What follows belongs to an exercise in optimizing a design on an open flow for small area, a short achievable clock period and few clock cycles; a production flow would make more cautious choices. Function was checked by simulation only, so behaviour that the tests miss may differ from the original. Power and IR drop assume default switching activity.

// Mult
module Mult (
    input wire clk,
    input wire reset_total,
    input wire reset_local,
    input wire [31:0] operand_A_in,
    input wire [31:0] operand_B_in,
    output wire [31:0] product_Hi_out,
    output wire [31:0] product_Lo_out,
    output wire done
);
Size in the first run: about 120 flip-flops, ~130 I/O pins, ~16000 sq um of cells after synthesis.
clock: 4.0 ns
lec_check: 0
abc_area: 1
cap_margin: 0
core_margin: 2
core_utilization: 40
slew_margin: 0
standard.sh (not shown) runs the stock make flow with config.mk's settings and CLKGATE_MAP_FILE= SYNTH_SCRIPT=/design/flow/synth_recipe.tcl, a recipe that flattens the netlist after the stock synthesis.
==> flow/flow/run.sh <==
#!/bin/bash
# The standard layout, with the smallest buffer on the ports instead of the
# delay-cell buffers buffer_ports picks by default.
set -e
cp standard.sh standard.sh.txt
export BUFFER_PORTS_ARGS="-buffer_cell sky130_fd_sc_hd__buf_1"
bash standard.sh > standard.log 2>&1
The starting point completed without violations.
Testbench counts at the start, summed over its fixed seeds: cycles 9,022.
Then changed:
==> flow/run.sh (new file) <==
#!/bin/bash
# synth_recipe.tcl (not shown) runs the flow's synth.tcl, then flattens the netlist and writes it again
# the make line also repeats each setting of config.mk as NAME=value (left out here)
make -C /OpenROAD-flow-scripts/flow DESIGN_CONFIG=/design/flow/config.mk WORK_HOME=/design/flow/orfs CLKGATE_MAP_FILE= SYNTH_SCRIPT=/design/flow/synth_recipe.tcl finish
CAP_MARGIN = 20   (was 0)
SETUP_SLACK_MARGIN = 0.3   (was default)
SLEW_MARGIN = 20   (was 0)
removed: flow/flow/run.sh
removed: flow/standard.sh
What happened: The new run ran to the end with no violations. Global-route usage rose by 1.3 points. Sequential share of layout area came out lower by 1.2 points. Critical path depth went up by 3. Maximum frequency rises by 2.7%. Core utilization goes up by 4.5 points. Combinational power came out higher by about 7%. Hold slack improves by 0.0062 ns. Clock power barely changes.
Then changed:
==> flow/flow/run.sh (new file) <==
#!/bin/bash
# The standard layout, with the smallest buffer on the ports instead of the
# delay-cell buffers buffer_ports picks by default.
set -e
cp standard.sh standard.sh.txt
export BUFFER_PORTS_ARGS="-buffer_cell sky130_fd_sc_hd__buf_1"
bash standard.sh > standard.log 2>&1
==> flow/standard.sh (new file) <==
#!/bin/bash
# synth_recipe.tcl (not shown) runs the flow's synth.tcl, then flattens the netlist and writes it again
# the make line also repeats each setting of config.mk as NAME=value (left out here)
make -C /OpenROAD-flow-scripts/flow DESIGN_CONFIG=/design/flow/config.mk WORK_HOME=/design/flow/orfs CLKGATE_MAP_FILE= SYNTH_SCRIPT=/design/flow/synth_recipe.tcl "${@:-finish}"
CTS_BUF_LIST = sky130_fd_sc_hd__clkbuf_8   (was default)
SETUP_SLACK_MARGIN = default   (was 0.3)
removed: flow/run.sh
=> Worst setup slack loses 0.10 ns. Clock-buffer cell count fell by 1. Total power shrinks by a little under a tenth. Die area stays the same. Wire length came out lower by a few percent. Core utilization fell by 4.9 points.
Then changed:
==> flow/flow/run.sh (replaced) <==
#!/bin/bash
# The standard layout, with the smallest buffer on the ports instead of the
# delay-cell buffers buffer_ports picks by default, and with the gates off
# the critical paths downsized after global routing (ORFS power recovery).
set -e
cp standard.sh standard.sh.txt
export BUFFER_PORTS_ARGS="-buffer_cell sky130_fd_sc_hd__buf_1"
export RECOVER_POWER=100
bash standard.sh > standard.log 2>&1
CTS_BUF_LIST = default   (was sky130_fd_sc_hd__clkbuf_8)
Fmax falls slightly.
Wire length barely changes.
Design area rises slightly.
Die area is unchanged.
Sequential cell count does not change.
Cell count is unchanged.
Core utilization rises by 0.32 points.
Power rises by a few percent.
Register-to-register slack loses 0.18 ns.
Then changed:
==> flow/flow/run.sh (replaced) <==
#!/bin/bash
# The standard layout, with the smallest buffer on the ports instead of the
# delay-cell buffers buffer_ports picks by default.
set -e
cp standard.sh standard.sh.txt
export BUFFER_PORTS_ARGS="-buffer_cell sky130_fd_sc_hd__buf_1"
bash standard.sh > standard.log 2>&1
Result: Clock skew stays flat. Sequential share of layout area barely changes. Count of clock-buffer cells in the layout stays the same.

* * *

Setup of the reference run:
Mult again, from the RTL that the note above started with.
Settings: LEC_CHECK=0, ABC_AREA=1, CAP_MARGIN=20, CORE_MARGIN=2, CORE_UTILIZATION=60, SLEW_MARGIN=20; clock period 4.0 ns.
run.sh (not shown) runs the stock make flow with config.mk's settings and CLKGATE_MAP_FILE= SYNTH_SCRIPT=/design/flow/synth_recipe.tcl, a recipe that flattens the netlist after the stock synthesis.
Stock flow here: none of the scripts above is used.
Testbench counts of the reference run, summed over its fixed seeds: cycles 9,022.
Changes in the trial run relative to the reference run:
- changing CORE_UTILIZATION from 60 to 40
Findings:
Global-route usage over all layers: lower on the trial run
The trial run — reported leakage power about 1.2% higher, the reference run as reference
Compared the trial run vs the reference run, and sequential share of layout area is down in the trial run.

* * *

== run 1 ==
The RTL this note starts from:
==> flow/design.v <==
module Mult (
    input wire clk,
    input wire reset_total,
    input wire reset_local,
    input wire [31:0] operand_A_in,
    input wire [31:0] operand_B_in,
    output wire [31:0] product_Hi_out,
    output wire [31:0] product_Lo_out,
    output wire done
);
    localparam G  = 4;                 
    localparam W  = 2 * G;             
    localparam NG = (32 + W - 1) / W;  
    localparam NW = W + 33;            
    localparam NU = 64 - NW;           
    localparam NS = NW + 3;            
    reg  [NU-1:0] U;                   
    reg  [NW-1:0] S, C;                
    reg  [2:0]    q;                   
    reg  [NG-1:0] R;                   
    reg           swap;                
    reg  [G-1:0]  d_one, d_two, d_neg;  
    reg           first;               
    wire start = reset_local;
    wire busy  = |R;
    wire [NG-1:0] TA, TB;
    assign TA[0] = |operand_A_in;
    assign TB[0] = |operand_B_in;
    genvar j, k;
    generate
        for (j = 1; j < NG; j = j + 1) begin : g_t
            wire [32-W*j:0] ha = operand_A_in[31:W*j-1];
            wire [32-W*j:0] hb = operand_B_in[31:W*j-1];
            assign TA[j] = ~(&ha | ~|ha);
            assign TB[j] = ~(&hb | ~|hb);
        end
    endgenerate
    wire [NG-1:0] T0    = TA & TB;
    wire          swap0 = |(TB & ~TA);
    wire [NG-1:0] Rn  = R >> 1;
    wire [NG-1:0] oh  = start ? (T0 & ~(T0 >> 1)) : (Rn & ~(Rn >> 1));
    wire [W*NG:0] ae  = {{(W*NG-32){operand_A_in[31]}}, operand_A_in, 1'b0};
    wire [W*NG:0] be  = {{(W*NG-32){operand_B_in[31]}}, operand_B_in, 1'b0};
    reg  [W:0]    ga, gb;
    integer i;
    always @(*) begin
        ga = {(W+1){1'b0}};
        gb = {(W+1){1'b0}};
        for (i = 0; i < NG; i = i + 1) begin
            ga = ga | ({(W+1){oh[i]}} & ae[W*i +: W+1]);
            gb = gb | ({(W+1){oh[i]}} & be[W*i +: W+1]);
        end
    end
    wire       sw  = start ? swap0 : swap;
    wire [W:0] grp = sw ? ga : gb;
    wire [G-1:0] n_one, n_two, n_neg;
    generate
        for (k = 0; k < G; k = k + 1) begin : g_dec
            wire b0 = grp[2*k], b1 = grp[2*k+1], b2 = grp[2*k+2];
            assign n_one[k] = b1 ^ b0;
            assign n_two[k] = (b2 & ~b1 & ~b0) | (~b2 & b1 & b0);
            assign n_neg[k] = b2;
        end
    endgenerate
    wire [G-1:0] b_one, b_two, b_neg;
    wire [W:0]   blo = {operand_B_in[W-1:0], 1'b0};
    generate
        for (k = 0; k < G; k = k + 1) begin : g_bdec
            wire b0 = blo[2*k], b1 = blo[2*k+1], b2 = blo[2*k+2];
            assign b_one[k] = b1 ^ b0;
            assign b_two[k] = (b2 & ~b1 & ~b0) | (~b2 & b1 & b0);
            assign b_neg[k] = b2;
        end
    endgenerate
    wire [G-1:0] c_one = start ? b_one : d_one;
    wire [G-1:0] c_two = start ? b_two : d_two;
    wire [G-1:0] c_neg = start ? b_neg : d_neg;
    localparam [63:0] KC64 = 64'd0 - ((((64'd1 << (2 * G)) + 64'd8) / 64'd3) << 33);
    localparam [NS-1:0] KC = KC64[NS-1:0];
    wire [31:0] M  = (swap & ~start) ? operand_B_in : operand_A_in;  
    wire [33:0] m1 = {{2{M[31]}}, M};
    wire [33:0] m2 = {M[31], M, 1'b0};
    wire [NS-1:0] xs [0:G-1];
    reg  [W-1:0]  negbits;
    generate
        for (k = 0; k < G; k = k + 1) begin : g_pp
            wire [33:0] x = (({34{c_one[k]}} & m1) | ({34{c_two[k]}} & m2)) ^ {34{c_neg[k]}};
            if (k == 0) begin : g_first
                assign xs[k] = KC | {{(NS-36){1'b0}}, ~x[33], x[33], x[33], x[32:0]};
            end else begin : g_rest
                wire [NS-1:0] xe = {{(NS-34){1'b0}}, ~x[33], x[32:0]};
                assign xs[k] = xe << (2 * k);
            end
        end
    endgenerate
    always @(*) begin
        negbits = {W{1'b0}};
        for (i = 0; i < G; i = i + 1) negbits[2*i] = c_neg[i];
    end
    wire          clr = start | first;
    wire [NW-W-1:0] sl = clr ? {(NW-W){1'b0}} : S[NW-W-1:0];
    wire [NW-W-1:0] cl = clr ? {(NW-W){1'b0}} : C[NW-W-1:0];
    wire [NS-1:0] a0 = {{3{1'b0}}, sl, negbits};
    wire [NS-1:0] a1 = {{3{1'b0}}, cl, {W{1'b0}}};
    reg  [NS-1:0] ns, nc;
    wire [2:0]    nq = ns[NS-1:NW] + nc[NS-1:NW];   
    wire [2:0]    nq0 = {3{~nc[NW]}};
    function [2*NS-1:0] csa;
        input [NS-1:0] x, y, z;
        csa = {x ^ y ^ z, ((x & y) | (x & z) | (y & z)) << 1};
    endfunction
    generate
        if (G == 4) begin : g_t4
            always @(*) begin : b_t4
                reg [NS-1:0] s1, c1, s2, c2, s3, c3;
                {s1, c1} = csa(xs[0], xs[1], xs[2]);
                {s2, c2} = csa(xs[3], a0, a1);
                {s3, c3} = csa(s1, c1, s2);
                {ns, nc} = csa(s3, c3, c2);
            end
        end else if (G == 3) begin : g_t3
            always @(*) begin : b_t3
                reg [NS-1:0] s1, c1, s2, c2;
                {s1, c1} = csa(xs[0], xs[1], xs[2]);
                {s2, c2} = csa(s1, c1, a0);
                {ns, nc} = csa(s2, c2, a1);
            end
        end else begin : g_t2
            always @(*) begin : b_t2
                reg [NS-1:0] s1, c1;
                {s1, c1} = csa(a0, a1, xs[0]);
                {ns, nc} = csa(s1, c1, xs[1]);
            end
        end
    endgenerate
    wire [NU-5:0] uh  = U[NU-1:4];
    wire [NU-5:0] uhp = uh + 1'b1;
    wire [NU-5:0] uhm = uh - 1'b1;
    wire [3:0]    ul  = U[3:0];
    wire          qm2 = (q == 3'b110);
    wire          qm1 = (q == 3'b111);
    wire          qz  = (q == 3'b000);
    wire          qp1 = (q == 3'b001);
    wire          qp2 = (q == 3'b010);
    wire          b0  = (qm1 & (ul == 4'd0)) | (qm2 & (ul <= 4'd1));
    wire          c0  = (qp1 & (ul == 4'd15)) | (qp2 & (ul >= 4'd14));
    wire          b1  = qm2 & (ul == 4'd0);
    wire          c1  = (qz & (ul == 4'd15)) | (qp1 & (ul >= 4'd14)) | (qp2 & (ul >= 4'd13));
    wire [3:0]    l0  = ul + {q[2], q};
    wire [3:0]    l1  = ul + {q[2], q} + 4'd1;
    wire [NU-1:0] uq0 = {(b0 ? uhm : c0 ? uhp : uh), l0};
    wire [NU-1:0] uq1 = {(b1 ? uhm : c1 ? uhp : uh), l1};
    wire [W:0]    hs;
    ks_add #(.N(W)) u_hs (.a(S[NW-1:NW-W]), .b(C[NW-1:NW-W]), .y(hs));
    wire [NU-1:0] u_it = {(hs[W] ? uq1[NU-W-1:0] : uq0[NU-W-1:0]), hs[W-1:0]};
    localparam NL = NW / 2;
    localparam NH = NW - NL;
    wire [NL:0]   zl;
    wire [NH:0]   zh0, zh1;
    ks_add #(.N(NL)) u_zl (.a(S[NL-1:0]), .b(C[NL-1:0]), .y(zl));
    ks_add #(.N(NH)) u_zh0 (.a(S[NW-1:NL]), .b(C[NW-1:NL]), .y(zh0));
    ks_add1 #(.N(NH)) u_zh1 (.a(S[NW-1:NL]), .b(C[NW-1:NL]), .y(zh1));
    wire [NW:0]   z = {(zl[NL] ? zh1 : zh0), zl[NL-1:0]};
    wire [NU-1:0] u_fn = z[NW] ? uq1 : uq0;
    always @(posedge clk) begin
        if (reset_total) begin
            R   <= {NG{1'b0}};
        end else if (start) begin
            R   <= TB[1] ? T0 : {NG{1'b0}};
        end else if (busy) begin
            R   <= Rn;
        end
        if (start) begin
            first <= 1'b1;
            swap  <= swap0;
        end else if (busy) begin
            first <= 1'b0;
        end
        if (start) begin
            U    <= {NU{1'b0}};
            S    <= ns[NW-1:0];
            C    <= nc[NW-1:0];
            q    <= nq0;
        end else if (busy) begin
            U    <= first ? {NU{1'b0}} : u_it;
            S    <= ns[NW-1:0];
            C    <= nc[NW-1:0];
            q    <= nq;
        end
        if (start | busy) begin
            d_one <= n_one;
            d_two <= n_two;
            d_neg <= n_neg;
        end
    end
    assign done = ~busy;
    wire [63:0] P = {u_fn, z[NW-1:0]};
    assign product_Hi_out = P[63:32];
    assign product_Lo_out = P[31:0];
endmodule
module ks_add #(parameter N = 8) (
    input  wire [N-1:0] a,
    input  wire [N-1:0] b,
    output wire [N:0]   y
);
    reg [N-1:0] g, p, g2, p2;
    integer i, d;
    always @(*) begin
        g = a & b;
        p = a | b;
        for (d = 1; d < N; d = d * 2) begin
            g2 = g;
            p2 = p;
            for (i = d; i < N; i = i + 1) begin
                g2[i] = g[i] | (p[i] & g[i-d]);
                p2[i] = p[i] & p[i-d];
            end
            g = g2;
            p = p2;
        end
    end
    assign y = {g[N-1], (a ^ b) ^ {g[N-2:0], 1'b0}};
endmodule
module ks_add1 #(parameter N = 8) (
    input  wire [N-1:0] a,
    input  wire [N-1:0] b,
    output wire [N:0]   y
);
    reg [N-1:0] g, p, g2, p2;
    integer i, d;
    always @(*) begin
        g = (a & b) | {{(N-1){1'b0}}, a[0] | b[0]};
        p = a | b;
        for (d = 1; d < N; d = d * 2) begin
            g2 = g;
            p2 = p;
            for (i = d; i < N; i = i + 1) begin
                g2[i] = g[i] | (p[i] & g[i-d]);
                p2[i] = p[i] & p[i-d];
            end
            g = g2;
            p = p2;
        end
    end
    assign y = {g[N-1], (a ^ b) ^ {g[N-2:0], 1'b1}};
endmodule
clock: 4.0 ns
lec_check: 0
abc_area: 1
cap_margin: 20
core_margin: 2
core_utilization: 40
cts_buf_list: sky130_fd_sc_hd__clkbuf_8
slew_margin: 20
standard.sh (not shown) runs the stock make flow with config.mk's settings and CLKGATE_MAP_FILE= SYNTH_SCRIPT=/design/flow/synth_recipe.tcl, a recipe that flattens the netlist after the stock synthesis.
==> flow/flow/run.sh <==
#!/bin/bash
# The standard layout, with the smallest buffer on the ports instead of the
# delay-cell buffers buffer_ports picks by default.
set -e
cp standard.sh standard.sh.txt
export BUFFER_PORTS_ARGS="-buffer_cell sky130_fd_sc_hd__buf_1"
bash standard.sh > standard.log 2>&1
Testbench counts of run 1, summed over its fixed seeds: cycles 8,404.
Edits applied to the flow inputs when going from run 1 to run 2:
Settings: SYNTH_MINIMUM_KEEP_SIZE: unset -> 0; SYNTH_HIERARCHICAL: unset -> 1.
--- outcome ---
- Remaining max-slew budget at the tightest pin for run 2 is lower than for run 1.
- Compared with run 1, in run 2 sequential power rose by 9.0%, worst setup slack before clock tree synthesis fell by 0.12 ns, multi-input combinational area share rose by 2.1 points, via count rose by 2332, register-to-register path setup slack fell by 0.06 ns.
- Relative to run 1, worst hold slack has decreased by 0.019 ns in run 2.
- Changes observed in run 2 relative to run 1: final worst-path setup slack fell by 0.099 ns, switching share of power closely matched the old numbers, count of different cell masters after synthesis lower, xor/xnor share of the synthesized area went down 0.89 points.
Input-level comparison between run 3 and run 2:
Settings: putting PLACE_DENSITY at 0.45 where nothing was set; clearing SYNTH_MINIMUM_KEEP_SIZE, which used to be 0; clearing SYNTH_HIERARCHICAL, which used to be 1.
### Flow results
Measured against run 3, the height of the die of run 2 comes out at 1.07 times the reference value.
Looking at area of all placed cells without fillers across both flows, run 3 is the stronger of the two, with run 2 trailing.
When run 3 is set beside run 2, its area taken by multi-input logic gates turns out to be 15% smaller.
In the metrics for run 2 and run 3, the one carrying the lower number of global-route vias before repair is run 3.
Diff run 2 -> run 3: fmax increased by about 3% relative to the old numbers; critical path depth decreased by 1 relative to the old numbers.
Cmp run 3 vs run 2: internal power summed over all cells lower in run 3
For post-placement setup slack, run 3 and run 2 come out practically identical.
The inputs of run 4 differ from those of run 3 as listed below.
Settings: SETUP_SLACK_MARGIN now 0.15, previously not set; PLACE_DENSITY no longer set, was 0.45.
### Flow results
Area growth from synthesis to layout: run 4 vs run 3 — no meaningful difference. [run 4] routed wirelength normalized by instance count fell about 5.6% relative to run 3. Run 4 -> run 3: buffer levels on the longest clock path delta 0, exact match. Looking only at critical path depth, and setting everything else aside, the higher value of run 4 and run 3 goes to run 3. Between run 4 and run 3, post-route clock period utilization is lower for run 4, run 3 comes in above that. There was hardly any difference in final setup TNS between run 4 and run 3.

[port drivers added, routing unchanged]
How much do the figures lean on ideal ports? The routed layouts below were timed once more, with nothing changed but the port constraints.
Step 1: set_driving_cell puts a clkbuf_16 on clk and a buf_2 on each other input, an assumption about the parent block.
Step 2 also shifts input and output timing later by t, the mid clock arrival at the registers, as if the neighbouring blocks saw the same clock.
Slacks: no drivers / after step 1 / after step 2; pairs: no drivers / after step 1.
run	t, ns	setup slack, ns	worst hold slack (ns)	slew at the worst register clock pin (ns)
the first run of note 1	0.512	0.176 / 0.114 / 0.080	0.493 / 0.493 / 0.493	0.06 / 0.06
the second run of note 1	0.489	0.277 / 0.221 / -0.023	0.499 / 0.499 / 0.499	0.06 / 0.06
the third run of note 1	0.530	0.176 / 0.122 / 0.157	0.496 / 0.496 / 0.496	0.08 / 0.08
the fourth run of note 1	0.514	0.148 / 0.117 / -0.104	0.493 / 0.493 / 0.493	0.06 / 0.06
the fifth run of note 1	0.512	0.176 / 0.114 / 0.094	0.493 / 0.493 / 0.493	0.06 / 0.06
the reference run	0.483	0.118 / 0.067 / -0.001	0.495 / 0.495 / 0.495	0.06 / 0.06
the trial run	0.490	0.169 / 0.112 / -0.190	0.500 / 0.500 / 0.500	0.06 / 0.06
run 1	0.538	0.166 / 0.115 / -0.120	0.518 / 0.518 / 0.518	0.09 / 0.09
run 2	0.538	0.067 / 0.016 / -0.280	0.499 / 0.499 / 0.499	0.09 / 0.09
run 3	0.546	0.186 / 0.131 / -0.213	0.520 / 0.520 / 0.520	0.09 / 0.09
run 4	0.528	0.227 / 0.176 / -0.255	0.519 / 0.519 / 0.519	0.08 / 0.08
With both steps, setup timing fails in 8 of these runs, where it was met with ideal ports. The setup slack of run 4, which loses most, moves by -0.051 ns with the drivers and by -0.482 ns with both steps.
